Source: an optimization exercise on an open RTL-to-GDS flow (aim: small area). Production flows keep margins and buffers that such runs may drop.
The RTL was checked by simulation tests, not by an equivalence proof against the original design.

Setup of before:
## system_top
module system_top (
    input  wire               clk,
    input  wire               rst_n,
    input  wire signed [15:0] data_in,
    output wire signed [3:0]  sdm_out
);
Size: ~2900 cells after synthesis, about 1200 flip-flops, about 45000 um2 of cells after synthesis.
make LEC_CHECK=0 CAP_MARGIN=20 CORE_MARGIN=2 CORE_UTILIZATION=40 CTS_BUF_LIST=sky130_fd_sc_hd__clkbuf_16 CTS_CLUSTER_DIAMETER=100 CTS_CLUSTER_SIZE=24 PLACE_DENSITY=0.6 SLEW_MARGIN=20 SYNTH_HIERARCHICAL=1 finish   # period 20.0 ns
run.sh (not shown) runs the stock make flow with config.mk's settings and CLKGATE_MAP_FILE= SYNTH_SCRIPT=/design/flow/synth_recipe.tcl, a recipe that flattens the netlist after the stock synthesis.
before completed every stage of the flow, and the final layout passed the timing, design-rule and antenna checks.
Edits applied to the flow inputs when going from before to after:
# before
export LEC_CHECK = 0
export CAP_MARGIN = 20
export CORE_MARGIN = 2
export CORE_UTILIZATION = 40
export CTS_BUF_LIST = sky130_fd_sc_hd__clkbuf_16
export CTS_CLUSTER_DIAMETER = 100
export CTS_CLUSTER_SIZE = 24
export PLACE_DENSITY = 0.6
export SLEW_MARGIN = 20
export SYNTH_HIERARCHICAL = 1
create_clock -name core_clock -period 20.0 [get_ports {clk}]
# after
export LEC_CHECK = 0
export CAP_MARGIN = 5
export CORE_MARGIN = 2
export CORE_UTILIZATION = 40
export CTS_BUF_LIST = sky130_fd_sc_hd__clkbuf_16
export CTS_CLUSTER_DIAMETER = 100
export CTS_CLUSTER_SIZE = 24
export PLACE_DENSITY = 0.6
export SLEW_MARGIN = 5
export SYNTH_HIERARCHICAL = 1
create_clock -name core_clock -period 20.0 [get_ports {clk}]
==> run summary <==
after against before: core utilization level, area of all placed cells without fillers level, remaining design rule violation count level. Compared after against before; sum of routed wire segments on met1 within noise. In the flow results for after and before, the worst setup slack is larger on before. Status: via count parity (before, after). The lower number of non-clock buffers of after and before is in after.

* * *

AL:
Another version of the RTL of system_top (not shown whole).
Size: about 3600 cells after synthesis, about 1200 flip-flops, ~22 I/O pins.
make LEC_CHECK=0 ABC_AREA=1 CAP_MARGIN=20 CORE_MARGIN=2 CORE_UTILIZATION=40 CTS_BUF_LIST=sky130_fd_sc_hd__clkbuf_16 CTS_CLUSTER_DIAMETER=100 CTS_CLUSTER_SIZE=24 PLACE_DENSITY=0.6 SLEW_MARGIN=20 SYNTH_HIERARCHICAL=1 finish   # period 20.0 ns
diff inputs: AL => TR
Settings: changing CTS_CLUSTER_SIZE from 24 to 30.
[summary]
- Summary of TR over AL: worst clock skew decreased 8.1 ps; maximum frequency essentially unchanged; routed wire length decreased about 0.6%.
- Going from AL to TR, overall die area did not really move; design area down 0.55%.

* * *

## umber
Another version of the RTL of system_top (not shown whole).
clock: 20.0 ns
lec_check: 0
cap_margin: 20
core_margin: 2
core_utilization: 40
cts_buf_list: sky130_fd_sc_hd__clkbuf_16
cts_cluster_diameter: 80
cts_cluster_size: 30
place_density: 0.6
slew_margin: 20
synth_hierarchical: 1
umber finished every step from synthesis to the final layout, and the layout passed the timing, design-rule and antenna checks.
Here is what was changed in the inputs of amber compared with umber.
Settings: a deleted CTS_CLUSTER_DIAMETER that had been 80; a deleted CTS_CLUSTER_SIZE that had been 30; a change of CTS_BUF_LIST from sky130_fd_sc_hd__clkbuf_16 to sky130_fd_sc_hd__clkbuf_4.
==> comparison <==
- No stage failed in amber, and the final checks on the layout all came back clean.
- Taking umber as the reference, in amber global-route usage rose 0.70 points.
Changes in juniper relative to amber:
Settings: removing CTS_BUF_LIST (formerly sky130_fd_sc_hd__clkbuf_4).
## What came out
Any difference in area of the mapped netlist between amber and juniper is small enough to ignore. Diff amber..juniper | post-route core utilization | negligible. juniper vs. amber: total length of routed met2 wires went down by 2.0%. Area fraction of clock buffers and clock inverters, amber and juniper: smaller value in amber.

--- another note on this design; it stands on its own ---

==> flow/design.v (excerpt) <==
module system_top (
    input  wire               clk,
    input  wire               rst_n,
    input  wire signed [15:0] data_in,
    output wire signed [3:0]  sdm_out
);
Size in the first run: ~2900 cells after synthesis, ~1200 flip-flops, roughly 22 I/O pins, about 44000 um2 of cells after synthesis.
clock: 20.0 ns
lec_check: 0
cap_margin: 20
core_margin: 2
core_utilization: 40
place_density: 0.6
slew_margin: 20
synth_hierarchical: 1
standard.sh (not shown) runs the stock make flow with config.mk's settings and CLKGATE_MAP_FILE= SYNTH_SCRIPT=/design/flow/synth_recipe.tcl, a recipe that flattens the netlist after the stock synthesis.
==> flow/flow/run.sh <==
#!/bin/bash
set -e
export CTS_ARGS="-sink_clustering_enable -repair_clock_nets -buf_list sky130_fd_sc_hd__clkbuf_16 -sink_clustering_size 28 -sink_clustering_max_diameter 120 -dont_use_dummy_load"
cp standard.sh standard_sh.log
bash standard.sh > standard.log 2>&1
==> next run, changes <==
==> flow/run.sh (new file) <==
#!/bin/bash
# synth_recipe.tcl (not shown) runs the flow's synth.tcl, then flattens the netlist and writes it again
# the make line also repeats each setting of config.mk as NAME=value (left out here)
make -C /OpenROAD-flow-scripts/flow DESIGN_CONFIG=/design/flow/config.mk WORK_HOME=/design/flow/orfs CLKGATE_MAP_FILE= SYNTH_SCRIPT=/design/flow/synth_recipe.tcl finish
CTS_BUF_LIST = sky130_fd_sc_hd__clkbuf_16   (was unset)
CTS_CLUSTER_DIAMETER = 100   (was unset)
CTS_CLUSTER_SIZE = 24   (was unset)
removed: flow/flow/run.sh
removed: flow/standard.sh
The changed run finished with timing, DRC and antenna clean.
Global-route usage stays flat.
Non-clock buffer count stays the same.
Setup slack loses 0.022 ns.
==> next run, changes <==
CTS_CLUSTER_DIAMETER = 120   (was 100)
CTS_CLUSTER_SIZE = 28   (was 24)
The changed run went through all stages and came out clean. Hold slack improved by 0.0041 ns. Area after synthesis does not change. Fmax stays flat. Cell area drops by 0.58%. Sequential share of layout area climbs by 0.30 points. Die area does not change. Core utilization drops by 0.26 points.

[afterwards: timing with drivers on the ports]
The results above use ideal ports. As a check the final layouts listed here were re-extracted and re-timed, cells and wires unchanged.
Step 1, drivers: a clkbuf_16 drives clk and a buf_2 each remaining input, both assumed.
Step 2 adds t to the input delays and takes it off the output delays; t is the mean of the earliest and latest rising clock arrival at the registers after step 1. Input paths then give back, and output paths get back, about the clock's delay inside the block.
a / b / c = ideal / step 1 / step 2; a / b = the first two.
| run | shift t [ns] | slack for setup (ns) | clock arrival spread, ns | pins driven straight from the clock port |
|---|---|---|---|---|
| before | 0.730 | 1.501 / 1.501 / 1.501 | 0.045 / 0.045 | 1 |
| after | 0.731 | 1.458 / 1.458 / 1.458 | 0.046 / 0.046 | 1 |
| AL | 0.734 | 2.817 / 2.817 / 2.817 | 0.053 / 0.053 | 1 |
| TR | 0.705 | 2.785 / 2.785 / 2.785 | 0.043 / 0.043 | 1 |
| umber | 0.744 | 2.901 / 2.901 / 2.901 | 0.064 / 0.063 | 1 |
| amber | 1.188 | 2.924 / 2.924 / 2.924 | 0.160 / 0.160 | 1 |
| juniper | 0.762 | 2.826 / 2.826 / 2.826 | 0.079 / 0.079 | 1 |
| the first run of note 4 | 0.675 | 1.610 / 1.610 / 1.610 | 0.092 / 0.092 | 1 |
| the second run of note 4 | 0.736 | 1.588 / 1.588 / 1.588 | 0.056 / 0.056 | 1 |
| the third run of note 4 | 0.717 | 1.560 / 1.560 / 1.560 | 0.091 / 0.091 | 1 |
After both steps every run listed still meets setup and hold.
